What follows belongs to an exercise in optimizing a design on an open flow for small area, a short achievable clock period and few clock cycles; a production flow would make more cautious choices.
Function was not checked in any run shown here: the RTL went through the layout flow alone.
Power and IR drop assume default switching activity.

<file path="config.mk">
export PLATFORM = sky130hd
export DESIGN_NAME = DALU
export DESIGN_NICKNAME = DALU
export VERILOG_FILES = /design/flow/design.v
export SDC_FILE = /design/flow/constraint.sdc
export NUM_CORES = 4
export LEC_CHECK = 0
export CAP_MARGIN = 20
export CORE_MARGIN = 2
export CORE_UTILIZATION = 40
export SLEW_MARGIN = 20
</file>
<file path="constraint.sdc">
create_clock -name core_clock -period 10.0 [get_ports {clk}]
set_input_delay 2.0000 -clock core_clock [delete_from_list [all_inputs] [get_ports {clk}]]
set_output_delay 2.0000 -clock core_clock [all_outputs]
set_load 0.01 [all_outputs]
</file>
<file path="design.v">
module DALU(
	clk,
	rst,
	in_valid,
	instruction,
	out_valid,
	out
);
input clk, rst, in_valid;
input [18:0] instruction;
output reg out_valid;
output [15:0] out;
wire [2:0] op = instruction[18:16];
wire [3:0] f = instruction[3:0];
wire op0 = (op == 3'd0);
wire defined = op0 ? (f <= 4'd4) : (op <= 3'd4);
wire load = in_valid & defined;
wire [5:0] ti = instruction[9:4];
wire [3:0] li = instruction[3:0];
wire [5:0] si = instruction[15:10];
wire isop1 = (op == 3'd1);
wire isop2 = (op == 3'd2);
wire islog = op0 & ~f[2] & ~(f[1] & f[0]);
wire sub = op0 ? f[2] : op[2];
wire d0n = li[1];
wire d01 = li[0];
wire d02 = li[1] & ~li[0];
wire d1n = li[3] & ~(li[2] & li[1]);
wire d11 = li[2] ^ li[1];
wire d12 = (li[3] & ~li[2] & ~li[1]) | (~li[3] & li[2] & li[1]);
wire [6:0] tx = {ti[5], ti};
wire [6:0] p0 = ({7{d01}} & tx) | ({7{d02}} & {tx[5:0], 1'b0});
wire [6:0] p1 = ({7{d11}} & tx) | ({7{d12}} & {tx[5:0], 1'b0});
wire [10:0] m0 = {{4{p0[6]}}, p0} ^ {11{d0n}};
wire [8:0] m1 = {{2{p1[6]}}, p1} ^ {9{d1n}};
wire [5:0] lg = (f[1:0] == 2'd0) ? (si & ti) : (f[1:0] == 2'd1) ? (si | ti) : (si ^ ti);
wire [10:0] bo = (op0 | isop2) ? {{5{ti[5]}}, ti} : {instruction[9], instruction[9:0]};
wire [10:0] r1 = isop1 ? m0 : islog ? {{5{lg[5]}}, lg} : {{5{si[5]}}, si};
wire [10:0] r2 = isop1 ? {m1, 2'b00} : islog ? 11'd0 : (bo ^ {11{sub & ~isop2}});
wire [10:0] r3 = isop1 ? {8'd0, d1n, 1'b0, d0n} : isop2 ? {{7{li[3]}}, li} : {10'd0, sub & ~islog};
wire [10:0] b_in = r1 + r2 + r3;
wire [7:0] a_in = isop1 ? {{2{si[5]}}, si} : isop2 ? b_in[7:0] : 8'd1;
wire [3:0] an_in, a1_in, a2_in;
genvar g;
generate for (g = 0; g < 4; g = g + 1) begin : bd
	wire y1 = a_in[2*g+1];
	wire y0 = a_in[2*g];
	wire ym = (g == 0) ? 1'b0 : a_in[2*g-1];
	assign an_in[g] = y1 & ~(y0 & ym);
	assign a1_in[g] = y0 ^ ym;
	assign a2_in[g] = (y1 & ~y0 & ~ym) | (~y1 & y0 & ym);
end endgenerate
reg [3:0] an, a1, a2;    
reg [10:0] b;            
always @(posedge clk) begin
	if (rst)
		out_valid <= 1'b0;
	else
		out_valid <= in_valid;
end
always @(posedge clk) begin
	if (rst) begin
		an <= 4'd0;
		a1 <= 4'd0;
		a2 <= 4'd0;
	end else if (load) begin
		an <= an_in;
		a1 <= a1_in;
		a2 <= a2_in;
	end
end
always @(posedge clk) begin
	if (load)
		b <= b_in;
end
wire pr0_0 = ((a1[0] & b[0])) ^ an[0];
wire pr0_1 = ((a1[0] & b[1]) | (a2[0] & b[0])) ^ an[0];
wire pr0_2 = ((a1[0] & b[2]) | (a2[0] & b[1])) ^ an[0];
wire pr0_3 = ((a1[0] & b[3]) | (a2[0] & b[2])) ^ an[0];
wire pr0_4 = ((a1[0] & b[4]) | (a2[0] & b[3])) ^ an[0];
wire pr0_5 = ((a1[0] & b[5]) | (a2[0] & b[4])) ^ an[0];
wire pr0_6 = ((a1[0] & b[6]) | (a2[0] & b[5])) ^ an[0];
wire pr0_7 = ((a1[0] & b[7]) | (a2[0] & b[6])) ^ an[0];
wire pr0_8 = ((a1[0] & b[8]) | (a2[0] & b[7])) ^ an[0];
wire pr0_9 = ((a1[0] & b[9]) | (a2[0] & b[8])) ^ an[0];
wire pr0_10 = ((a1[0] & b[10]) | (a2[0] & b[9])) ^ an[0];
wire pr0_11 = ~(((a1[0] & b[10]) | (a2[0] & b[10])) ^ an[0]);
wire pr1_0 = ((a1[1] & b[0])) ^ an[1];
wire pr1_1 = ((a1[1] & b[1]) | (a2[1] & b[0])) ^ an[1];
wire pr1_2 = ((a1[1] & b[2]) | (a2[1] & b[1])) ^ an[1];
wire pr1_3 = ((a1[1] & b[3]) | (a2[1] & b[2])) ^ an[1];
wire pr1_4 = ((a1[1] & b[4]) | (a2[1] & b[3])) ^ an[1];
wire pr1_5 = ((a1[1] & b[5]) | (a2[1] & b[4])) ^ an[1];
wire pr1_6 = ((a1[1] & b[6]) | (a2[1] & b[5])) ^ an[1];
wire pr1_7 = ((a1[1] & b[7]) | (a2[1] & b[6])) ^ an[1];
wire pr1_8 = ((a1[1] & b[8]) | (a2[1] & b[7])) ^ an[1];
wire pr1_9 = ((a1[1] & b[9]) | (a2[1] & b[8])) ^ an[1];
wire pr1_10 = ~(((a1[1] & b[9]) | (a2[1] & b[9])) ^ an[1]);
wire pr2_0 = ((a1[2] & b[0])) ^ an[2];
wire pr2_1 = ((a1[2] & b[1]) | (a2[2] & b[0])) ^ an[2];
wire pr2_2 = ((a1[2] & b[2]) | (a2[2] & b[1])) ^ an[2];
wire pr2_3 = ((a1[2] & b[3]) | (a2[2] & b[2])) ^ an[2];
wire pr2_4 = ((a1[2] & b[4]) | (a2[2] & b[3])) ^ an[2];
wire pr2_5 = ((a1[2] & b[5]) | (a2[2] & b[4])) ^ an[2];
wire pr2_6 = ((a1[2] & b[6]) | (a2[2] & b[5])) ^ an[2];
wire pr2_7 = ((a1[2] & b[7]) | (a2[2] & b[6])) ^ an[2];
wire pr2_8 = ((a1[2] & b[8]) | (a2[2] & b[7])) ^ an[2];
wire pr2_9 = ((a1[2] & b[9]) | (a2[2] & b[8])) ^ an[2];
wire pr2_10 = ~(((a1[2] & b[9]) | (a2[2] & b[9])) ^ an[2]);
wire pr3_0 = ((a1[3] & b[0])) ^ an[3];
wire pr3_1 = ((a1[3] & b[1]) | (a2[3] & b[0])) ^ an[3];
wire pr3_2 = ((a1[3] & b[2]) | (a2[3] & b[1])) ^ an[3];
wire pr3_3 = ((a1[3] & b[3]) | (a2[3] & b[2])) ^ an[3];
wire pr3_4 = ((a1[3] & b[4]) | (a2[3] & b[3])) ^ an[3];
wire pr3_5 = ((a1[3] & b[5]) | (a2[3] & b[4])) ^ an[3];
wire pr3_6 = ((a1[3] & b[6]) | (a2[3] & b[5])) ^ an[3];
wire pr3_7 = ((a1[3] & b[7]) | (a2[3] & b[6])) ^ an[3];
wire pr3_8 = ~(((a1[3] & b[7]) | (a2[3] & b[7])) ^ an[3]);
wire pc0 = an[3] ^ pr0_6;
wire pc1 = an[3] & pr0_6;
wire pc2 = pr0_7 ^ pr1_5;
wire pc3 = pr0_7 & pr1_5;
wire pc4 = pr0_8 ^ pr1_6;
wire pc5 = pr0_8 & pr1_6;
wire pc6 = pr0_9 ^ pr1_7;
wire pc7 = pr0_9 & pr1_7;
wire pc8 = pr0_10 ^ pr1_8;
wire pc9 = pr0_10 & pr1_8;
wire pc10 = ~(pr0_11 ^ pr1_9);
wire pc11 = pr0_11 | pr1_9;
wire pc12 = an[2] ^ pr0_4;
wire pc13 = an[2] & pr0_4;
wire pc14 = pr0_5 ^ pr1_3;
wire pc15 = pr0_5 & pr1_3;
wire pc16 = pr1_4 ^ pr2_2 ^ pr3_0;
wire pc17 = (pr1_4 & pr2_2) | (pr1_4 & pr3_0) | (pr2_2 & pr3_0);
wire pc18 = pr2_3 ^ pr3_1 ^ pc1;
wire pc19 = (pr2_3 & pr3_1) | (pr2_3 & pc1) | (pr3_1 & pc1);
wire pc20 = pr2_4 ^ pr3_2 ^ pc3;
wire pc21 = (pr2_4 & pr3_2) | (pr2_4 & pc3) | (pr3_2 & pc3);
wire pc22 = pr2_5 ^ pr3_3 ^ pc5;
wire pc23 = (pr2_5 & pr3_3) | (pr2_5 & pc5) | (pr3_3 & pc5);
wire pc24 = pr2_6 ^ pr3_4 ^ pc7;
wire pc25 = (pr2_6 & pr3_4) | (pr2_6 & pc7) | (pr3_4 & pc7);
wire pc26 = pr2_7 ^ pr3_5 ^ pc9;
wire pc27 = (pr2_7 & pr3_5) | (pr2_7 & pc9) | (pr3_5 & pc9);
wire pc28 = pr1_10 ^ pr2_8 ^ pr3_6;
wire pc29 = (pr1_10 & pr2_8) | (pr1_10 & pr3_6) | (pr2_8 & pr3_6);
wire pc30 = ~pr2_9;
wire pc31 = ~pr2_10;
wire pc32 = an[1] ^ pr0_2;
wire pc33 = an[1] & pr0_2;
wire pc34 = pr0_3 ^ pr1_1;
wire pc35 = pr0_3 & pr1_1;
wire pc36 = pr1_2 ^ pr2_0 ^ pc12;
wire pc37 = (pr1_2 & pr2_0) | (pr1_2 & pc12) | (pr2_0 & pc12);
wire pc38 = pr2_1 ^ pc13 ^ pc14;
wire pc39 = (pr2_1 & pc13) | (pr2_1 & pc14) | (pc13 & pc14);
wire pc40 = pc15 ^ pc0 ^ pc16;
wire pc41 = (pc15 & pc0) | (pc15 & pc16) | (pc0 & pc16);
wire pc42 = pc2 ^ pc17 ^ pc18;
wire pc43 = (pc2 & pc17) | (pc2 & pc18) | (pc17 & pc18);
wire pc44 = pc4 ^ pc19 ^ pc20;
wire pc45 = (pc4 & pc19) | (pc4 & pc20) | (pc19 & pc20);
wire pc46 = pc6 ^ pc21 ^ pc22;
wire pc47 = (pc6 & pc21) | (pc6 & pc22) | (pc21 & pc22);
wire pc48 = pc8 ^ pc23 ^ pc24;
wire pc49 = (pc8 & pc23) | (pc8 & pc24) | (pc23 & pc24);
wire pc50 = pc10 ^ pc25 ^ pc26;
wire pc51 = (pc10 & pc25) | (pc10 & pc26) | (pc25 & pc26);
wire pc52 = pc11 ^ pc28 ^ pc27;
wire pc53 = (pc11 & pc28) | (pc11 & pc27) | (pc28 & pc27);
wire pc54 = pr3_7 ^ pc30 ^ pc29;
wire pc55 = (pr3_7 & pc30) | (pr3_7 & pc29) | (pc30 & pc29);
wire pc56 = pr2_9 ^ pr3_8 ^ pc31;
wire pc57 = (pr2_9 & pr3_8) | (pr2_9 & pc31) | (pr3_8 & pc31);
wire [15:0] prod_a = {pr2_10, pc56, pc54, pc51, pc49, pc47, pc45, pc43, pc41, pc39, pc37, pc35, pc33, pr1_0, pr0_1, an[0]};
wire [15:0] prod_b = {pc57, pc55, pc53, pc52, pc50, pc48, pc46, pc44, pc42, pc40, pc38, pc36, pc34, pc32, 1'b0, pr0_0};
assign out = prod_a + prod_b;
endmodule
</file>
<file path="run.sh">
#!/bin/bash
# synth_recipe.tcl (not shown) runs the flow's synth.tcl, then flattens the netlist and writes it again
# the make line also repeats each setting of config.mk as NAME=value (left out here)
make -C /OpenROAD-flow-scripts/flow DESIGN_CONFIG=/design/flow/config.mk WORK_HOME=/design/flow/orfs CLKGATE_MAP_FILE= SYNTH_SCRIPT=/design/flow/synth_recipe.tcl finish
</file>
==> results of run 1 <==
## worst reg2reg max path, cell delays in order (launching register included)
cell and delay (ns):
dfxtp_1 0.84, nor2_1 0.11, nor3_1 0.18
## per-layer routing
metal	track usage, %	up-vias
met5	0	-
met4	2.68	0
met3	1.03	9
met2	31.0	103
met1	24.9	1927
li1	-	2003
## Yosys cell counts, types with 13 or more instances
cell | number | area (um2)
mux2i_1 | 15 | 150
dfxtp_1 | 13 | 260
xor2_1 | 28 | 245
nor2_1 | 32 | 120
a22oi_1 | 42 | 315
fa_1 | 29 | 581
xnor2_1 | 56 | 490
o21ai_0 | 26 | 130
nand2_1 | 34 | 128
clkbuf_1 | 28 | 105
nor3_1 | 16 | 80.1
a21oi_1 | 33 | 165
inv_1 | 43 | 161
ha_1 | 49 | 613
## final cells by class
cell class / count / area [um2] / share of cell area [%]
multi-input cells: 458 / 3780 / 72.7
flip-flops and latches: 24 / 591 / 11.4
repair buffers: 39 / 383 / 7.37
well taps: 143 / 179 / 3.44
inverters: 44 / 165 / 3.18
clock buffers: 4 / 100 / 1.93
## cells by family after synthesis
logic type / after synthesis / share of synthesized area [%]
xor gates and xnor gates: 84 / 15.6
buffers and inverters: 85 / 7.35
adders and majority gates: 78 / 25.3
and+or+nand+nor: 123 / 13.0
AOI/OAI and AO/OA: 158 / 23.0
DFF: 24 / 12.5
muxes: 15 / 3.19
## report_power, final
| part | internal, W | total, W | leakage, nW | switching, W |
|---|---|---|---|---|
| Combinational | 0.000285 | 0.000587 | 1.92 | 0.000302 |
| Sequential | 0.000128 | 0.000165 | 0.210 | 0.0000368 |
| Clock | 0.0000695 | 0.000105 | 0.0493 | 0.0000356 |
| Total | 0.000483 | 0.000857 | 2.18 | 0.000374 |
## per-stage QoR
| step | setup slack, ns | util, % | hold WS (ns) |
|---|---|---|---|
| 2_1_floorplan | 4.22 | - | 0.646 |
| 3_3_place_gp | 3.06 | 44.5 | 0.631 |
| 3_5_place_dp | 2.97 | 44.5 | 0.637 |
| 4_1_cts | 3.23 | 45.3 | 0.646 |
| 5_1_grt | 3.01 | 45.3 | 0.690 |
| 6_report | 3.34 | 45.3 | 0.644 |
## state kept, by name (all words and copies together), names as in the netlist
name / flops
an: 4
a2: 4
b: 11
a1: 4
out_valid: 1
## worst max-delay path by stage
stage,startpoint,end,slack [ns],cells past startpoint
global route,an[0]$_SDFFE_PP0P_,out[15],3.01,12
floorplan,an[0]$_SDFFE_PP0P_,out[14],4.22,15
detailed placement,instruction[1],a2[3]$_SDFFE_PP0P_,2.97,14
CTS,instruction[1],a2[3]$_SDFFE_PP0P_,3.23,14
global placement,instruction[1],a2[3]$_SDFFE_PP0P_,3.06,14
finish,an[0]$_SDFFE_PP0P_,out[15],3.34,12
==> impl_metrics.tcl, run 1 <==
set metrics [dict create \
    reg2reg_to "an[0]$_SDFFE_PP0P_" \
    slew_headroom_pct 38.2 \
    m1WireLength_um 4970 \
    ys.flop_type "dfxtp_1" \
    synth_cells 567 \
    critical-path-top-delay-family "adder cells" \
    grt_pass1_wl_um 19100 \
    status "no timing/DRC/antenna violations" \
    crit_required_ns 8.00 \
    crit_fanout 16 \
    worstSetupPathType "reg2out" \
    drc 0 \
    top_layer_used "met4" \
    ys_async_sr_fraction_pct 0 \
    clk_latency_ns 0.26 \
    start_kind "register" \
    layout_commonest_cell "xnor2_1" \
    crit_path_end_kind "output port" \
    synth_cell_types 60 \
    cap_violations 0 \
    tritoncts "yes" \
    drive_gt1_share_pct 2.64 \
    cts_htree_levels 1 \
    grt_max_degree 34 \
    power_density_nw_per_um2 165 \
    pin_count 39 \
    clock_skew_ns 0 \
    ant_nets 0 \
    placed_cell_area_um2 5100 \
    wl_um 10800 \
    stdcell_area_um2 5190 \
    finalNetCount 670 \
    reg2regPathDepth 2 \
    max_clock_freq_ghz 0.150 \
    slew_viol_final 0 \
    synth_seq_cells 24 \
    path_cells "xnor2_1 -> ha_1 -> fa_1 -> fa_1 -> ha_1 -> a211oi_1 -> o21ai_0 -> a31oi_1 -> o311ai_1 -> a21oi_1 -> xnor2_1 -> clkdlybuf4s50_1" \
    dpl.hpwl_um 8670 \
    cpPeakStageDelay_ns 0.84 \
    cp_slowest_cell "dfxtp_1" \
    synth_area_um2 4710 \
    mostFrequentLayoutCells "xnor2_1, ha_1, inv_1, a22oi_1, clkdlybuf4s50_1" \
    cellLeakagePower_nw 2.18 \
    track_usage_pct 17.8 \
    syn2layout_area_growth_pct 10.2 \
    core-area_um2 11500 \
    regToRegSetupSlack_ns 8.80 \
    reg2reg_from "an[0]$_SDFFE_PP0P_" \
    holdPathEnd "a2[0]$_SDFFE_PP0P_" \
    finalCriticalPeriod_ns 6.66 \
    portBuffers 38 \
    synth-edff-count 11 \
    setup-violations-final 0 \
    rsz0062_at_grt "no" \
    fp-row-count 39 \
    fin_cells 712 \
    die_area_um2 12700 \
    antenna_found_initial 0 \
    cts_hold_buf 0 \
    grt_pass1_vias 3971 \
    crit_arrival_ns 4.66 \
    firstDrtPassIters 4 \
    worstHoldPathCells 2 \
    nFillCells 1122 \
    routed-wl-met2_um 5220 \
    path_buf_inv 1 \
    wl_met3_um 480 \
    gr-total-overflow 0 \
    gp_congestion 0.899 \
    avgSynthCellArea_um2 8.31 \
    place_inst 708 \
    cts_setup_buffers 0 \
    ir_worst_vdd_uv 120 \
    cts_root_buffer "clkbuf_16" \
    hold_path_startpoint "a2[0]$_SDFFE_PP0P_" \
    ys_warn_count 1 \
    ctsLongestPathBuffers 2 \
    via_per_inst 5.68 \
    synth_nets 667 \
    post-route-period-util_pct 66.6 \
    die_h_um 113 \
    clkSinkCount 24 \
    start_util_pct 41.1 \
    via_count 4042 \
    cts_resized 0 \
    drt_iter0_markers 258 \
    fin_tns_setup_ns 0 \
    wl_per_cell_um 15.1 \
    die_x_um 113 \
    clkTransAtPathRegs_ns 0.06 \
    hold_class "reg2reg" \
    insertedDiodeCount 0 \
    total_power_w 0.000857 \
    hold_viol_final 0 \
    synth-seq-area-share_pct 12.5 \
    tightestPinTransition_ns 0.925 \
    cts_buffers 3 \
]
==> run 2, diff against run 1 <==
==> flow/run.sh (new file) <==
#!/bin/bash
# The standard layout, with the input and output ports buffered by buf_2
# cells instead of the default buffer cell.
set -euo pipefail
bash standard.sh "BUFFER_PORTS_ARGS=-buffer_cell sky130_fd_sc_hd__buf_2" finish > standard_flow.log 2>&1
==> standard.sh (new file) <==
#!/bin/bash
# synth_recipe.tcl (not shown) runs the flow's synth.tcl, then flattens the netlist and writes it again
# the make line also repeats each setting of config.mk as NAME=value (left out here)
make -C /OpenROAD-flow-scripts/flow DESIGN_CONFIG=/design/flow/config.mk WORK_HOME=/design/flow/orfs CLKGATE_MAP_FILE= SYNTH_SCRIPT=/design/flow/synth_recipe.tcl "${@:-finish}"
removed: run.sh
==> impl_metrics.tcl, run 2 <==
set metrics [dict create \
    status "no timing/DRC/antenna violations" \
    switchingPower_w 0.000366 \
    pin_count 39 \
    finalCriticalPeriod_ns 6.29 \
    max_flop_register "b" \
    die_x_um 113 \
    ys.flop_type "dfxtp_1" \
    synth-seq-area-share_pct 12.5 \
    gp_congestion 0.879 \
    internal_power_w 0.000432 \
    clockPowerShare_pct 13.0 \
    crit_required_ns 8.00 \
    drt_iter0_markers 216 \
    track_usage_pct 17.2 \
    holdPathEnd "a2[0]$_SDFFE_PP0P_" \
    clk_latency_ns 0.25 \
    rsz0062_at_grt "no" \
    multiInputGateArea_um2 3780 \
    cap_violations 0 \
    cts_buffers 3 \
    nFillCells 1154 \
    tightestPinTransition_ns 0.838 \
    synth_seq_cells 24 \
    power_density_nw_per_um2 159 \
    cts_htree_levels 1 \
    synth_cell_types 60 \
    place_inst 707 \
    firstDrtPassIters 5 \
    slew_viol_final 0 \
    power_frac_comb_pct 66.4 \
    synth_top_area_share_pct 13.0 \
    hold_viol_final 0 \
    insertedDiodeCount 0 \
    yosysMostFrequentCell "xnor2_1" \
    reg2reg_from "an[0]$_SDFFE_PP0P_" \
    regToRegSetupSlack_ns 8.80 \
    cts_setup_buffers 0 \
    swShare_pct 45.9 \
    synth_area_um2 4710 \
    gr-total-overflow 0 \
    wl_um 10400 \
    seqPwrFrac_pct 20.6 \
    setup-violations-final 0 \
    grt_max_degree 34 \
    synth_cells 567 \
    clock_skew_ns 0 \
    via_per_inst 5.65 \
    fin_tns_setup_ns 0 \
    largest_reg_flops 11 \
    cts_root_buffer "clkbuf_16" \
    cts_resized 0 \
    mostFrequentLayoutCells "xnor2_1, ha_1, inv_1, a22oi_1, buf_2" \
    wl_per_cell_um 14.6 \
    ir_worst_vdd_uv 104 \
    grt_pass1_wl_um 18500 \
    ctsLongestPathBuffers 2 \
    antenna_found_initial 0 \
    tritoncts "yes" \
    synth-edff-count 11 \
    ant_nets 0 \
    synth_nets 667 \
    start_util_pct 41.1 \
    core-area_um2 11500 \
    fp-row-count 39 \
    post-route-period-util_pct 62.9 \
    clkTransAtPathRegs_ns 0.06 \
    crit_path_end_kind "output port" \
    avgSynthCellArea_um2 8.31 \
    crit_fanout 16 \
    syn2layout_area_growth_pct 6.19 \
    fin_cells 711 \
    cts_hold_buf 0 \
    reg2regPathDepth 2 \
    hold_class "reg2reg" \
    hold_path_startpoint "a2[0]$_SDFFE_PP0P_" \
    die_area_um2 12700 \
    worstHoldPathCells 2 \
    portBuffers 38 \
    ff_latch_area_um2 591 \
    dpl.hpwl_um 8360 \
    drive_gt1_share_pct 9.15 \
    finalNetCount 669 \
    crit_arrival_ns 4.29 \
    drc 0 \
    reg2reg_to "an[0]$_SDFFE_PP0P_" \
    worstSetupPathType "reg2out" \
    synthTopCellsByArea "ha_1, fa_1, xnor2_1, edfxtp_1, a22oi_1" \
    die_h_um 113 \
    cellLeakagePower_nw 2.19 \
    layout_commonest_cell "xnor2_1" \
    ys_async_sr_fraction_pct 0 \
    max_clock_freq_ghz 0.159 \
    synth.cells.most_frequent "xnor2_1, ha_1, inv_1, a22oi_1, nand2_1" \
    clkSinkCount 24 \
    via_count 4020 \
    synth_top_area_cell "ha_1" \
    ys_warn_count 1 \
    grt_pass1_vias 3832 \
    start_kind "register" \
    slew_headroom_pct 44.0 \
]
-- run 2: cell counts after synthesis --
Identical to the previous run, type by type.
-- run 2: power by group through the flow --
stage,Clock [W],Combinational (W),Sequential [W]
2_1_floorplan,0,0.000439,0.000135
3_3_place_gp,0,0.000522,0.000165
3_5_place_dp,0,0.000531,0.000165
4_1_cts,0.000106,0.000535,0.000163
5_1_grt,0.000112,0.000606,0.000168
6_report,0.000104,0.000530,0.000164
-- run 2: worst max path at each step --
stage,from,to,slack [ns],cells past startpoint
after CTS,an[0]$_SDFFE_PP0P_,out[14],3.70,11
after floorplan,an[0]$_SDFFE_PP0P_,out[14],4.22,15
after global routing,an[0]$_SDFFE_PP0P_,out[14],3.36,11
after global placement,instruction[1],a2[3]$_SDFFE_PP0P_,3.91,14
after detailed placement,instruction[1],a2[3]$_SDFFE_PP0P_,3.83,14
final,an[0]$_SDFFE_PP0P_,out[14],3.71,11
-- run 2: worst max-delay path: stages, from the launching register on --
cell       delay (ns)
dfxtp_1          0.83
xnor2_1          0.21
ha_1             0.26
fa_1             0.49
fa_1             0.41
ha_1             0.43
nand4_1          0.28
nor3_1           0.41
o41a_1           0.23
mux2i_1          0.20
o2111ai_1        0.12
buf_2            0.15
-- run 2: kinds of logic (layout without fill, tap and decap cells) --
group	after synthesis	after routing	synth area share, %
AOI/OAI and AO/OA	158	158	23.0
and+or+nand+nor	123	123	13.0
buffers and inverters	85	86	7.35
xor gates and xnor gates	84	84	15.6
adders and majority gates	78	78	25.3
DFF	24	24	12.5
muxes	15	15	3.19
-- run 2: per-layer routing --
metal | global-route usage (%) | routed length [um]
met1 | 24.0 | 4940
met5 | 0 | 0
met3 | 1.89 | 404
met4 | 1.87 | 42
met2 | 29.7 | 5020
-- run 2: cell type report --
type                    count  area share, %
repair buffers             38           3.80
multi-input cells         458           75.5
well taps                 143           3.58
flip-flops and latches     24           11.8
inverters                  44           3.30
clock buffers               4           2.00
-- run 2: per-stage QoR --
stage / cell area, um2 / hold WS, ns / worst slack [ns] / power (W) / util, %
after floorplan: 4710 / 0.646 / 4.22 / 0.000574 / -
final: 5000 / 0.647 / 3.71 / 0.000798 / 43.6
after global routing: 5000 / 0.698 / 3.36 / 0.000886 / 43.6
after global placement: 4900 / 0.630 / 3.91 / 0.000687 / 42.7
after detailed placement: 4900 / 0.640 / 3.83 / 0.000696 / 42.8
after CTS: 5000 / 0.651 / 3.70 / 0.000804 / 43.6
==> run 3, diff against run 2 <==
--- a/config.mk
+++ b/config.mk
@@ -5,6 +5,7 @@
 export SDC_FILE = /design/flow/constraint.sdc
 export NUM_CORES = 4
 export LEC_CHECK = 0
+export ABC_AREA = 1
 export CAP_MARGIN = 20
 export CORE_MARGIN = 2
 export CORE_UTILIZATION = 40
==> impl_metrics.tcl, run 3 <==
set metrics [dict create \
    cpMostUsedCell "nand2_1" \
    synth_top_area_share_pct 12.7 \
    insertedDiodeCount 0 \
    gr-total-overflow 0 \
    cts_htree_levels 1 \
    syn2layout_area_growth_pct 7.54 \
    path_cells "clkinv_1 -> o22ai_1 -> xor2_1 -> ha_1 -> inv_1 -> fa_1 -> inv_1 -> fa_1 -> ha_1 -> a21oi_1 -> o21ai_0 -> o21bai_1 -> nand3_1 -> nand2_1 -> nand2_1 -> nand2_1 -> buf_2" \
    tritoncts "yes" \
    start_util_pct 40.5 \
    worstSetupPathType "reg2out" \
    antenna_found_initial 0 \
    hold_class "reg2reg" \
    clk_latency_ns 0.26 \
    placed_cell_area_um2 5100 \
    cp_slowest_cell "fa_1" \
    post-route-period-util_pct 58.2 \
    synth-edff-count 11 \
    die_h_um 114 \
    grt_pass1_wl_um 21000 \
    start_kind "register" \
    multiInputGateArea_um2 3710 \
    gp_congestion 0.890 \
    clkSinkCount 24 \
    cts_hold_buf 0 \
    ff_latch_area_um2 591 \
    ys_async_sr_fraction_pct 0 \
    wl_um 12200 \
    synth_top_area_cell "ha_1" \
    max_flop_register "b" \
    clockPowerShare_pct 9.0 \
    slew_headroom_pct 51.3 \
    clock_skew_ns 0 \
    mostFrequentLayoutCells "nand2_1, inv_1, xor2_1, ha_1, o21ai_0" \
    firstDrtPassIters 4 \
    drive_gt1_share_pct 10.7 \
    reg2regPathDepth 2 \
    critPathLaunch "a1[0]$_SDFFE_PP0P_" \
    dpl.hpwl_um 10300 \
    drt_iter0_markers 143 \
    grt_pass1_vias 4456 \
    nFillCells 1253 \
    reg2reg_to "an[0]$_SDFFE_PP0P_" \
    core-area_um2 11900 \
    yosysMostFrequentCell "nand2_1" \
    crit_path_end_kind "output port" \
    max_clock_freq_ghz 0.172 \
    path_buf_inv 4 \
    seqPwrFrac_pct 13.3 \
    critical-path-top-delay-family "adder cells" \
    die_area_um2 13000 \
    synth-seq-area-share_pct 12.2 \
    synth_seq_cells 24 \
    die_x_um 114 \
    cts_setup_buffers 0 \
    wl_per_cell_um 14.4 \
    setup-violations-final 0 \
    grt_max_degree 26 \
    rsz0062_at_grt "no" \
    cellLeakagePower_nw 2.72 \
    ctsLongestPathBuffers 2 \
    hold_viol_final 0 \
    pin_count 39 \
    worstHoldPathCells 2 \
    via_per_inst 5.34 \
    synth_area_um2 4830 \
    synth_cells 673 \
    power_frac_comb_pct 77.8 \
    regToRegSetupSlack_ns 8.88 \
    synth.cells.most_frequent "nand2_1, inv_1, xor2_1, ha_1, o21ai_0" \
    drc 0 \
    power_density_nw_per_um2 203 \
    avgSynthCellArea_um2 7.18 \
    largest_reg_flops 11 \
    ys.flop_type "dfxtp_1" \
    swShare_pct 52.2 \
    post-place-ws_ns 4.41 \
    synth_nets 773 \
    slew_viol_final 0 \
    via_count 4514 \
    crit_arrival_ns 3.82 \
    switchingPower_w 0.000550 \
    stdcell_area_um2 5190 \
    cts_root_buffer "clkbuf_16" \
    cp-endpoint "out[12]" \
    track_usage_pct 19.6 \
    crit_required_ns 8.00 \
    fin_tns_setup_ns 0 \
    cpPeakStageDelay_ns 0.48 \
    finalNetCount 800 \
    clkTransAtPathRegs_ns 0.06 \
    fp-row-count 40 \
    finalCriticalPeriod_ns 5.82 \
    status "no timing/DRC/antenna violations" \
    cap_violations 0 \
    cts_resized 0 \
    crit_fanout 8 \
    ys_warn_count 1 \
    synthTopCellsByArea "ha_1, fa_1, xor2_1, nand2_1, inv_1" \
    ant_nets 0 \
    crit_cells 17 \
    portBuffers 38 \
    synth_cell_types 54 \
    fin_ws_ns 4.18 \
    holdWs_ns 0.510 \
    cts_buffers 3 \
    internal_power_w 0.000504 \
    layout_commonest_cell "nand2_1" \
    reg2reg_from "an[0]$_SDFFE_PP0P_" \
    tightestPinTransition_ns 0.729 \
    ir_worst_vdd_uv 72.6 \
]
[run 3: power by group through the flow]
stage | sequential [W] | combinational (W) | clock [W]
2_1_floorplan | 0.000134 | 0.000601 | 0
3_3_place_gp | 0.000142 | 0.000801 | 0
3_5_place_dp | 0.000142 | 0.000815 | 0
4_1_cts | 0.000140 | 0.000820 | 0.0000968
5_1_grt | 0.000142 | 0.000927 | 0.000100
6_report | 0.000140 | 0.000820 | 0.0000948
[run 3: routing by layer]
layer / global-route usage (%) / wire, um / up-vias
met5: 0 / 0 / -
met2: 37.5 / 6280 / 99
met3: 0.744 / 313 / 27
met4: 7.07 / 384 / 0
li1: - / - / 2292
met1: 23.3 / 5200 / 2096
[run 3: stage by stage]
stage | utilization [%] | cells | power (W)
after floorplan | - | 673 | 0.000736
after global placement | 42.9 | 842 | 0.000943
after detailed placement | 42.9 | 842 | 0.000958
after CTS | 43.6 | 846 | 0.00106
after global routing | 43.6 | 846 | 0.00117
final | 43.6 | 846 | 0.00105
[run 3: area by class of cell]
class / count / area share [%]
multi-input cells: 520 / 71.4
flip-flops and latches: 24 / 11.4
inverters: 113 / 8.34
repair buffers: 38 / 3.66
well taps: 147 / 3.54
clock buffers: 4 / 1.71
[run 3: logic make-up (layout without fill, tap and decap cells)]
logic type / count (synthesis) / after routing / synth area share [%]
simple gates: 220 / 220 / 20.1
buf+inv: 129 / 155 / 11.0
compound gates: 151 / 151 / 18.9
fa+ha+maj: 78 / 78 / 24.7
xor+xnor: 71 / 71 / 13.0
flops: 24 / 24 / 12.2
[run 3: tightest hold or removal path, cell delays in order (launching register included)]
cell and delay (ns):
dfxtp_1 0.33, nand2_1 0.07, a21oi_1 0.06
[run 3: how the worst min path moves through the flow]
stage	endpoint	start
2_1_floorplan	a2[0]$_SDFFE_PP0P_	a2[0]$_SDFFE_PP0P_
3_3_place_gp	a2[0]$_SDFFE_PP0P_	a2[0]$_SDFFE_PP0P_
3_5_place_dp	a2[0]$_SDFFE_PP0P_	a2[0]$_SDFFE_PP0P_
4_1_cts	a2[0]$_SDFFE_PP0P_	a2[0]$_SDFFE_PP0P_
5_1_grt	a2[0]$_SDFFE_PP0P_	a2[0]$_SDFFE_PP0P_
6_report	a2[0]$_SDFFE_PP0P_	a2[0]$_SDFFE_PP0P_
==> run 4, diff against run 3 <==
--- a/config.mk
+++ b/config.mk
@@ -5,8 +5,7 @@
 export SDC_FILE = /design/flow/constraint.sdc
 export NUM_CORES = 4
 export LEC_CHECK = 0
-export ABC_AREA = 1
 export CAP_MARGIN = 20
 export CORE_MARGIN = 2
-export CORE_UTILIZATION = 40
+export CORE_UTILIZATION = 70
 export SLEW_MARGIN = 20
==> impl_metrics.tcl, run 4 <==
set metrics [dict create \
    status "no timing/DRC/antenna violations" \
    fin_tns_setup_ns 0 \
    crit_arrival_ns 4.31 \
    reg2reg_from "an[0]$_SDFFE_PP0P_" \
    tritoncts "yes" \
    cellLeakagePower_nw 2.16 \
    wl_um 10400 \
    wl_per_cell_um 16.1 \
    yosysMostFrequentCell "xnor2_1" \
    synth_nets 667 \
    crit_fanout 16 \
    synth_seq_cells 24 \
    gr-total-overflow 0 \
    firstDrtPassIters 5 \
    drc 0 \
    hold_class "reg2reg" \
    post-route-period-util_pct 63.1 \
    placed_cell_area_um2 4820 \
    antenna_found_initial 0 \
    worstHoldPathCells 2 \
    reg2regPathDepth 2 \
    cts_resized 0 \
    grt_pass1_wl_um 17500 \
    synth_top_area_cell "ha_1" \
    die_x_um 86.1 \
    clock_skew_ns 0 \
    die_h_um 86.1 \
    via_count 4120 \
    finalNetCount 669 \
    synthTopCellsByArea "ha_1, fa_1, xnor2_1, edfxtp_1, a22oi_1" \
    hold_viol_final 0 \
    ys_warn_count 1 \
    syn2layout_area_growth_pct 3.27 \
    dpl.hpwl_um 8360 \
    stdcell_area_um2 4870 \
    grt_pass1_vias 3942 \
    synth_cell_types 60 \
    clk_latency_ns 0.26 \
    wl_met3_um 313 \
    finalCriticalPeriod_ns 6.31 \
    power_density_nw_per_um2 156 \
    ctsLongestPathBuffers 2 \
    utilization_pct 75.8 \
    largest_reg_flops 11 \
    worstSetupPathType "reg2out" \
    die_area_um2 7410 \
    synth_area_um2 4710 \
    drt_iter0_markers 165 \
    slew_viol_final 0 \
    grt_max_degree 34 \
    synth_cells 567 \
    ys_async_sr_fraction_pct 0 \
    fp-row-count 29 \
    tightestPinTransition_ns 0.821 \
    drive_gt1_share_pct 8.98 \
    ys.flop_type "dfxtp_1" \
    routed-wl-met2_um 5510 \
    synth_top_area_share_pct 13.0 \
    reg2reg_to "an[0]$_SDFFE_PP0P_" \
    top_layer_used "met4" \
    portBuffers 38 \
    avgSynthCellArea_um2 8.31 \
    insertedDiodeCount 0 \
    crit_required_ns 8.00 \
    total_power_w 0.000758 \
    max_flop_register "b" \
    hold_path_startpoint "a2[1]$_SDFFE_PP0P_" \
    synth-edff-count 11 \
    cts_buffers 3 \
    cts_root_buffer "clkbuf_8" \
    track_usage_pct 28.7 \
    clkSinkCount 24 \
    clkTransAtPathRegs_ns 0.08 \
    core-area_um2 6420 \
    max_clock_freq_ghz 0.159 \
    cap_violations 0 \
    start_util_pct 73.4 \
    synth.cells.most_frequent "xnor2_1, ha_1, inv_1, a22oi_1, nand2_1" \
    crit_path_end_kind "output port" \
    gp_congestion 0.891 \
    synth-seq-area-share_pct 12.5 \
    regToRegSetupSlack_ns 8.79 \
    cts_hold_buf 0 \
    via_per_inst 6.39 \
    ir_worst_vdd_uv 104 \
    cts_htree_levels 1 \
    setup-violations-final 0 \
    critPathLaunch "an[0]$_SDFFE_PP0P_" \
    m1WireLength_um 4310 \
    pin_count 39 \
    start_kind "register" \
    mostFrequentLayoutCells "xnor2_1, ha_1, inv_1, a22oi_1, buf_2" \
    holdPathEnd "a2[1]$_SDFFE_PP0P_" \
    rsz0062_at_grt "no" \
    slew_headroom_pct 45.1 \
    cts_setup_buffers 0 \
    layout_commonest_cell "xnor2_1" \
    ant_nets 0 \
]
==> run 4: cell count changes after synthesis, moves of 23 or more <==
cell,previous run,this run
nand2_1,131,34
inv_1,95,43
xnor2_1,11,56
a22oi_1,2,42
o22ai_1,38,5
xor2_1,59,28
clkbuf_1,4,28
nand3_1,29,6
==> run 4: cells by family after synthesis <==
family,after synthesis,share of synthesized area [%]
adder cells (fa/ha/maj),78,25.3
multiplexers,15,3.19
AND/OR/NAND/NOR,123,13.0
XOR/XNOR,84,15.6
buffers and inverters,85,7.35
flip-flops,24,12.5
AO/OA/AOI/OAI,158,23.0
==> run 4: area by class of cell <==
cell class,count,area [um2]
clock buffer,4,45.0
fill,512,1560
inverter,44,165
multi-input combinational,458,3780
sequential,24,591
tap,77,96.3
timing repair buffer,38,190
==> run 4: worst max path at each step <==
stage / end / slack [ns]
after floorplan: out[14] / 4.22
after global routing: out[14] / 3.46
final: out[14] / 3.69
after detailed placement: a2[3]$_SDFFE_PP0P_ / 3.82
after global placement: a2[3]$_SDFFE_PP0P_ / 3.96
after CTS: out[14] / 3.73
==> run 4: per-layer routing <==
| metal | vias to the layer above | track usage (%) |
|---|---|---|
| met1 | 1972 | 33.5 |
| met4 | 0 | 9.96 |
| li1 | 2001 | - |
| met3 | 25 | 1.54 |
| met2 | 122 | 55.0 |
| met5 | - | 0 |
==> run 4: where the power goes <==
part	total (W)	switching, W	internal, W
clock network	0.0000574	0.0000289	0.0000284
registers	0.000164	0.0000361	0.000128
logic	0.000536	0.000301	0.000236
==> run 4: worst max-delay path, cell delays in order, from the launching register on <==
cell and delay (ns):
dfxtp_1 0.83, xnor2_1 0.20, ha_1 0.17, inv_1 0.05, fa_1 0.47, inv_1 0.05
fa_1 0.43, ha_1 0.37, a21o_1 0.23, a211oi_1 0.31, nor2_1 0.11, o41a_1 0.38
mux2i_1 0.17, o2111ai_1 0.12, buf_2 0.15
==> run 4: per-stage QoR <==
stage               setup slack (ns)  instances  hold WS [ns]
floorplan                       4.22        567         0.646
global placement                3.96        641         0.616
detailed placement              3.82        641         0.655
CTS                             3.73        645         0.666
global route                    3.46        645         0.686
finish                          3.69        645         0.680
==> run 5, diff against run 4 <==
==> flow/run.sh (replaced) <==
#!/bin/bash
# The standard layout, with the ports buffered by buf_2 cells and timing
# repair aiming for setup slack beyond the requirement.
set -euo pipefail
bash standard.sh "BUFFER_PORTS_ARGS=-buffer_cell sky130_fd_sc_hd__buf_2" \
	SETUP_SLACK_MARGIN=4.5 finish > standard_flow.log 2>&1
--- a/config.mk
+++ b/config.mk
@@ -7,5 +7,5 @@
 export LEC_CHECK = 0
 export CAP_MARGIN = 20
 export CORE_MARGIN = 2
-export CORE_UTILIZATION = 70
+export CORE_UTILIZATION = 40
 export SLEW_MARGIN = 20
==> impl_metrics.tcl, run 5 <==
set metrics [dict create \
    status "no timing/DRC/antenna violations" \
    crit_required_ns 8.00 \
    synth_top_area_cell "ha_1" \
    path_buf_inv 3 \
    drive_gt1_share_pct 25.8 \
    grt_max_degree 34 \
    cts_htree_levels 1 \
    portBuffers 38 \
    max_clock_freq_ghz 0.168 \
    clockPowerShare_pct 10.9 \
    synth-edff-count 11 \
    crit_arrival_ns 3.94 \
    drc 0 \
    hold_class "reg2reg" \
    die_x_um 113 \
    antenna_found_initial 0 \
    start_kind "register" \
    synth_mux_area_share_pct 3.19 \
    track_usage_pct 18.1 \
    ant_nets 0 \
    slew_viol_final 0 \
    synth_compound_area_share_pct 23.0 \
    ff_latch_area_um2 609 \
    synth-seq-area-share_pct 12.5 \
    pin_count 39 \
    ys.flop_type "dfxtp_1" \
    gp_congestion 0.863 \
    synth_nets 667 \
    synth_seq_cells 24 \
    cpPeakStageDelay_ns 0.49 \
    wl_per_cell_um 15.8 \
    rsz0062_at_grt "yes" \
    internal_power_w 0.000529 \
    synth.cells.most_frequent "xnor2_1, ha_1, inv_1, a22oi_1, nand2_1" \
    largest_reg_flops 11 \
    crit_fanout 5 \
    critical-path-top-delay-family "adder cells" \
    ys_warn_count 1 \
    finalCriticalPeriod_ns 5.94 \
    grt_pass1_vias 4077 \
    avgSynthCellArea_um2 8.31 \
    power_density_nw_per_um2 169 \
    firstDrtPassIters 4 \
    post-place-ws_ns 3.82 \
    post-route-period-util_pct 59.4 \
    clkTransAtPathRegs_ns 0.06 \
    fp-row-count 39 \
    setup-violations-final 0 \
    yosysMostFrequentCell "xnor2_1" \
    layout_commonest_cell "xnor2_1" \
    tightestPinTransition_ns 0.673 \
    via_count 4242 \
    cp_slowest_cell "fa_1" \
    synth_cells 567 \
    ys_async_sr_fraction_pct 0 \
    insertedDiodeCount 0 \
    core-area_um2 11500 \
    tritoncts "yes" \
    seqPwrFrac_pct 16.4 \
    slew_headroom_pct 55.0 \
    synth_fa_ha_area_share_pct 25.3 \
    gr-total-overflow 0 \
    clock_skew_ns 0 \
    cap_violations 0 \
    via_per_inst 5.68 \
    clkSinkCount 24 \
    synth_xor_area_share_pct 15.6 \
    multiInputGateArea_um2 4140 \
    synth-simple-area-share_pct 13.0 \
    cts_root_buffer "clkbuf_16" \
    switchingPower_w 0.000429 \
    synth_top_family_by_area "adder cells" \
    nFillCells 1053 \
    wl_um 11800 \
    max_flop_register "b" \
    synth_area_um2 4710 \
    die_h_um 113 \
    dpl.hpwl_um 8460 \
    finalNetCount 705 \
    fin_tns_setup_ns 0 \
    die_area_um2 12700 \
    fin_ws_ns 4.06 \
    synthTopCellsByArea "ha_1, fa_1, xnor2_1, edfxtp_1, a22oi_1" \
    crit_path_end_kind "output port" \
    cellLeakagePower_nw 2.42 \
    cts_hold_buf 0 \
    total_power_w 0.000959 \
    clk_latency_ns 0.26 \
    syn2layout_area_growth_pct 20.4 \
    path_cells "buf_6 -> buf_6 -> a22oi_2 -> xnor2_1 -> ha_2 -> fa_1 -> fa_1 -> ha_4 -> nand4_1 -> nor3_2 -> o41a_1 -> mux2i_1 -> o2111ai_1 -> buf_2" \
    mostFrequentLayoutCells "xnor2_1, inv_1, a22oi_1, ha_1, buf_2" \
    power_frac_comb_pct 72.7 \
    cts_buffers 3 \
    ctsLongestPathBuffers 2 \
    grt_pass1_wl_um 19300 \
    hold_viol_final 0 \
    ir_worst_vdd_uv 142 \
    holdWs_ns 0.573 \
    drt_iter0_markers 240 \
    synth_top_area_share_pct 13.0 \
    start_util_pct 41.1 \
    worstSetupPathType "reg2out" \
    synth_cell_types 60 \
    swShare_pct 44.8 \
]
==> run 5: cell count changes in the layout (fill, tap and decap cells not counted), sizes merged <==
cell    before  now
nand2       34   35
clkbuf       4    5
buf         38   72
==> run 5: cell families after synthesis <==
kind of cell | count (synthesis)
AO/OA/AOI/OAI | 158
multiplexers | 15
AND/OR/NAND/NOR | 123
flip-flops | 24
adder cells (fa/ha/maj) | 78
buffers and inverters | 85
XOR/XNOR | 84
==> run 5: worst min-delay path, delay by kind of cell (launching register included) <==
kind / cells / cell delay [ns]
flops: 1 / 0.39
simple gates: 1 / 0.08
compound gates: 1 / 0.05
==> run 5: power by group through the flow <==
stage               logic [W]  registers (W)  clock network [W]
finish               0.000697       0.000157           0.000105
global route         0.000766       0.000160           0.000111
CTS                  0.000629       0.000155           0.000108
detailed placement   0.000536       0.000166                  0
global placement     0.000523       0.000166                  0
floorplan            0.000441       0.000135                  0
==> run 5: area by class of cell <==
class | instances | area share (%)
Clock buffer | 4 | 1.76
Inverter | 44 | 2.91
Timing Repair Buffer | 73 | 8.51
Tap cell | 143 | 3.15
Multi-Input combinational cell | 459 | 72.9
Sequential cell | 24 | 10.7
==> run 5: per-stage QoR <==
step	std cells	utilization (%)	instance area, um2
after global routing	747	49.5	5680
final	747	49.5	5680
after floorplan	567	-	4740
after detailed placement	707	42.8	4910
after CTS	739	47.3	5420
after global placement	707	42.8	4910
==> run 5: layer usage <==
metal  vias up  track usage [%]  wire length (um)
met5         -                0                 0
met4         0             3.58               131
met3        11             1.19               298
met2        82             31.7              5860
met1      2067             24.7              5530
li1       2082                -                 -
==> run 5: timing repair <==
action,CTS,global route
pin swaps,19,23
cloned,0,1
buffers inserted,28,7
resized for setup,55,43
setup endpoints to repair,18,13
==> run 5: path summary, 6_finish.rpt <==
check,startpoint,to,slack (ns),cells past startpoint
setup / recovery,b[6]$_DFFE_PP_,out[14],4.06,14
hold / removal,a2[0]$_SDFFE_PP0P_,a2[0]$_SDFFE_PP0P_,0.57,2
setup reg to reg,a2[3]$_SDFFE_PP0P_,a2[3]$_SDFFE_PP0P_,9.11,2
hold reg to reg,a2[0]$_SDFFE_PP0P_,a2[0]$_SDFFE_PP0P_,0.57,2
==> run 6, diff against run 5 <==
==> flow/run.sh (replaced) <==
#!/bin/bash
# The standard layout, with the ports buffered by buf_2 cells and timing
# repair aiming for setup slack beyond the requirement by sizing cells only.
set -euo pipefail
bash standard.sh "BUFFER_PORTS_ARGS=-buffer_cell sky130_fd_sc_hd__buf_2" \
	SETUP_SLACK_MARGIN=4.5 SETUP_MOVE_SEQUENCE=sizeup,swap finish > standard_flow.log 2>&1
==> impl_metrics.tcl, run 6 <==
set metrics [dict create \
    status "no timing/DRC/antenna violations" \
    mostFrequentLayoutCells "xnor2_1, inv_1, ha_1, a22oi_1, buf_2" \
    antenna_found_initial 0 \
    syn2layout_area_growth_pct 13.7 \
    crit_fanout 8 \
    wl_per_cell_um 15.4 \
    ctsLongestPathBuffers 2 \
    grt_pass1_vias 3941 \
    synth_top_area_share_pct 13.0 \
    ir_worst_vdd_uv 102 \
    crit_required_ns 8.00 \
    synth_cells 567 \
    crit_cells 14 \
    power_density_nw_per_um2 164 \
    die_h_um 113 \
    holdPathEnd "a2[0]$_SDFFE_PP0P_" \
    finalNetCount 669 \
    via_per_inst 5.69 \
    path_buf_inv 3 \
    tightestPinTransition_ns 1.11 \
    slew_viol_final 0 \
    nFillCells 1104 \
    cts_htree_levels 1 \
    critical-path-top-delay-family "adder cells" \
    worstHoldPathCells 2 \
    busiest_layer "met2" \
    synth_cell_types 60 \
    path_cells "a22oi_2 -> xnor2_1 -> ha_1 -> inv_1 -> fa_1 -> inv_1 -> fa_1 -> ha_4 -> nand4_1 -> nor3_2 -> o41a_1 -> mux2i_1 -> o2111ai_1 -> buf_2" \
    grt_pass1_wl_um 18700 \
    drive_gt1_share_pct 19.2 \
    clkTransAtPathRegs_ns 0.06 \
    synth_nets 667 \
    pin_count 39 \
    grtUsageMet1_pct 23.7 \
    cts_setup_buffers 0 \
    synth_top_area_cell "ha_1" \
    power_frac_comb_pct 69.2 \
    rsz0062_at_grt "yes" \
    synth-edff-count 11 \
    stdcell_area_um2 5360 \
    cap_violations 0 \
    fp-row-count 39 \
    wl_um 11000 \
    cts_buffers 3 \
    cp_slowest_cell "edfxtp_1" \
    ys_warn_count 1 \
    regToRegSetupSlack_ns 8.99 \
    start_kind "register" \
    cts_root_buffer "clkbuf_16" \
    track_usage_pct 17.5 \
    hold_path_startpoint "a2[0]$_SDFFE_PP0P_" \
    clockPowerShare_pct 11.9 \
    cellLeakagePower_nw 2.22 \
    placed_cell_area_um2 4910 \
    reg2regPathDepth 2 \
    reg2reg_from "a2[2]$_SDFFE_PP0P_" \
    start_util_pct 41.1 \
    die_x_um 113 \
    seqPwrFrac_pct 18.9 \
    reg2reg_to "a2[2]$_SDFFE_PP0P_" \
    fin_tns_setup_ns 0 \
    synth-seq-area-share_pct 12.5 \
    slew_headroom_pct 25.7 \
    portBuffers 38 \
    hold_class "reg2reg" \
    swShare_pct 45.9 \
    max_clock_freq_ghz 0.168 \
    die_area_um2 12700 \
    switchingPower_w 0.000404 \
    clkSinkCount 24 \
    drt_iter0_markers 197 \
    synth_seq_cells 24 \
    largest_reg_flops 11 \
    post-route-period-util_pct 59.4 \
    hold_viol_final 0 \
    synthTopCellsByArea "ha_1, fa_1, xnor2_1, edfxtp_1, a22oi_1" \
    dpl.hpwl_um 8460 \
    ys_async_sr_fraction_pct 0 \
    finalCriticalPeriod_ns 5.94 \
    synth.cells.most_frequent "xnor2_1, ha_1, inv_1, a22oi_1, nand2_1" \
    synth_area_um2 4710 \
    worstSetupPathType "reg2out" \
    gr-total-overflow 0 \
    layout_commonest_cell "xnor2_1" \
    tritoncts "yes" \
    yosysMostFrequentCell "xnor2_1" \
    ys.flop_type "dfxtp_1" \
    setup-violations-final 0 \
    use_met2_pct 30.5 \
    via_count 4044 \
    use_met3_pct 1.40 \
    ant_nets 0 \
    firstDrtPassIters 4 \
    grt_max_degree 34 \
    avgSynthCellArea_um2 8.31 \
    cpPeakStageDelay_ns 0.52 \
    utilization_pct 46.7 \
    clock_skew_ns 0 \
    crit_arrival_ns 3.94 \
    core-area_um2 11500 \
    clk_latency_ns 0.26 \
    max_flop_register "b" \
    crit_path_end_kind "output port" \
    insertedDiodeCount 0 \
    drc 0 \
    internal_power_w 0.000476 \
    gp_congestion 0.863 \
]
==> run 6: cell counts after synthesis <==
No cell type changed its count.
==> run 6: logic make-up (layout without fill, tap and decap cells) <==
family | count (synthesis) | after routing | share of synthesized area [%]
and+or+nand+nor | 123 | 123 | 13.0
DFF | 24 | 24 | 12.5
AOI/OAI and AO/OA | 158 | 158 | 23.0
muxes | 15 | 15 | 3.19
adders and majority gates | 78 | 78 | 25.3
buffers and inverters | 85 | 86 | 7.35
xor gates and xnor gates | 84 | 84 | 15.6
==> run 6: power groups by stage <==
stage,clock (W),sequential [W],combinational [W]
after detailed placement,0,0.000166,0.000536
after global routing,0.000111,0.000170,0.000678
after floorplan,0,0.000135,0.000441
final,0.000105,0.000167,0.000609
after global placement,0,0.000166,0.000523
after CTS,0.000108,0.000166,0.000579
==> run 6: worst max path at each step <==
stage / start / slack [ns] / to
after floorplan: a2[0]$_SDFFE_PP0P_ / 4.50 / out[14]
after detailed placement: instruction[17] / 3.82 / a2[3]$_SDFFE_PP0P_
after CTS: b[6]$_DFFE_PP_ / 4.05 / out[14]
after global routing: b[6]$_DFFE_PP_ / 3.88 / out[14]
after global placement: instruction[17] / 4.02 / a2[3]$_SDFFE_PP0P_
final: b[6]$_DFFE_PP_ / 4.06 / out[14]
==> run 6: routing by layer <==
layer / routed length [um] / share of wire [%] / vias to the layer above
met5: 0 / 0 / -
met4: 104 / 0.95 / 0
met3: 333 / 3.0 / 13
met2: 5400 / 49 / 87
met1: 5120 / 47 / 1940
li1: - / - / 2004
==> run 6: through the flow <==
step                      hold WS (ns)  std cells  setup slack [ns]  power [W]
after global routing             0.612        711              3.88   0.000960
after CTS                        0.567        711              4.05   0.000852
after floorplan                  0.658        567              4.50   0.000576
after global placement           0.633        707              4.02   0.000689
after detailed placement         0.634        707              3.82   0.000702
final                            0.572        711              4.06   0.000881
==> run 6: what timing repair did <==
| item | 4_1_cts | 5_1_grt |
|---|---|---|
| hold buffers | 0 | 0 |
| hold endpoints to repair | 0 | 0 |
| gates resized for setup | 47 | 39 |
| pin swaps | 13 | 18 |
| endpoints found under the setup margin | 18 | 16 |
==> run 6: area by class of cell <==
| cell class | count | area (um2) | area share [%] |
|---|---|---|---|
| Clock buffer | 4 | 100 | 1.87 |
| Sequential cell | 24 | 599 | 11.2 |
| Multi-Input combinational cell | 458 | 4100 | 76.5 |
| Inverter | 44 | 165 | 3.08 |
| Tap cell | 143 | 179 | 3.34 |
| Timing Repair Buffer | 38 | 214 | 3.99 |
==> run 6: tightest hold or removal path, delay by kind of cell (launching register included) <==
kind               cells  cell delay [ns]
DFF                    1             0.39
and+or+nand+nor        1             0.08
AOI/OAI and AO/OA      1             0.05

-- port drivers added, routing unchanged --
Ports are ideal in the flow. The routed layouts listed here were re-timed in OpenROAD. Step 1: set_driving_cell puts a clkbuf_16 on clk and a buf_2 on each other input, an assumption about the parent block. Step 2, shift: input delay + t, output delay - t, t = (earliest + latest rising clock arrival at the registers) / 2. This alone moves slack from input paths to output paths. Three values: ideal, step 1, step 2; two values: the first two.
run | t (ns) | setup slack, ns | worst setup path at the end | slew at the worst register clock pin (ns) | pins driven straight from the clock port
run 1 | 0.289 | 3.341 / 3.308 / 3.089 | input to register | 0.07 / 0.07 | 1
run 2 | 0.286 | 3.714 / 3.681 / 3.788 | input to register | 0.06 / 0.06 | 1
run 3 | 0.288 | 4.179 / 4.146 / 4.388 | input to register | 0.06 / 0.06 | 1
run 4 | 0.285 | 3.692 / 3.668 / 3.766 | input to register | 0.08 / 0.08 | 1
run 5 | 0.290 | 4.057 / 4.025 / 4.316 | register to output | 0.06 / 0.06 | 1
run 6 | 0.289 | 4.057 / 4.027 / 4.229 | input to register | 0.06 / 0.06 | 1
After both steps every run listed still meets setup and hold. The setup slack of run 1, which loses most, moves by -0.033 ns with the drivers and by -0.252 ns with both steps.
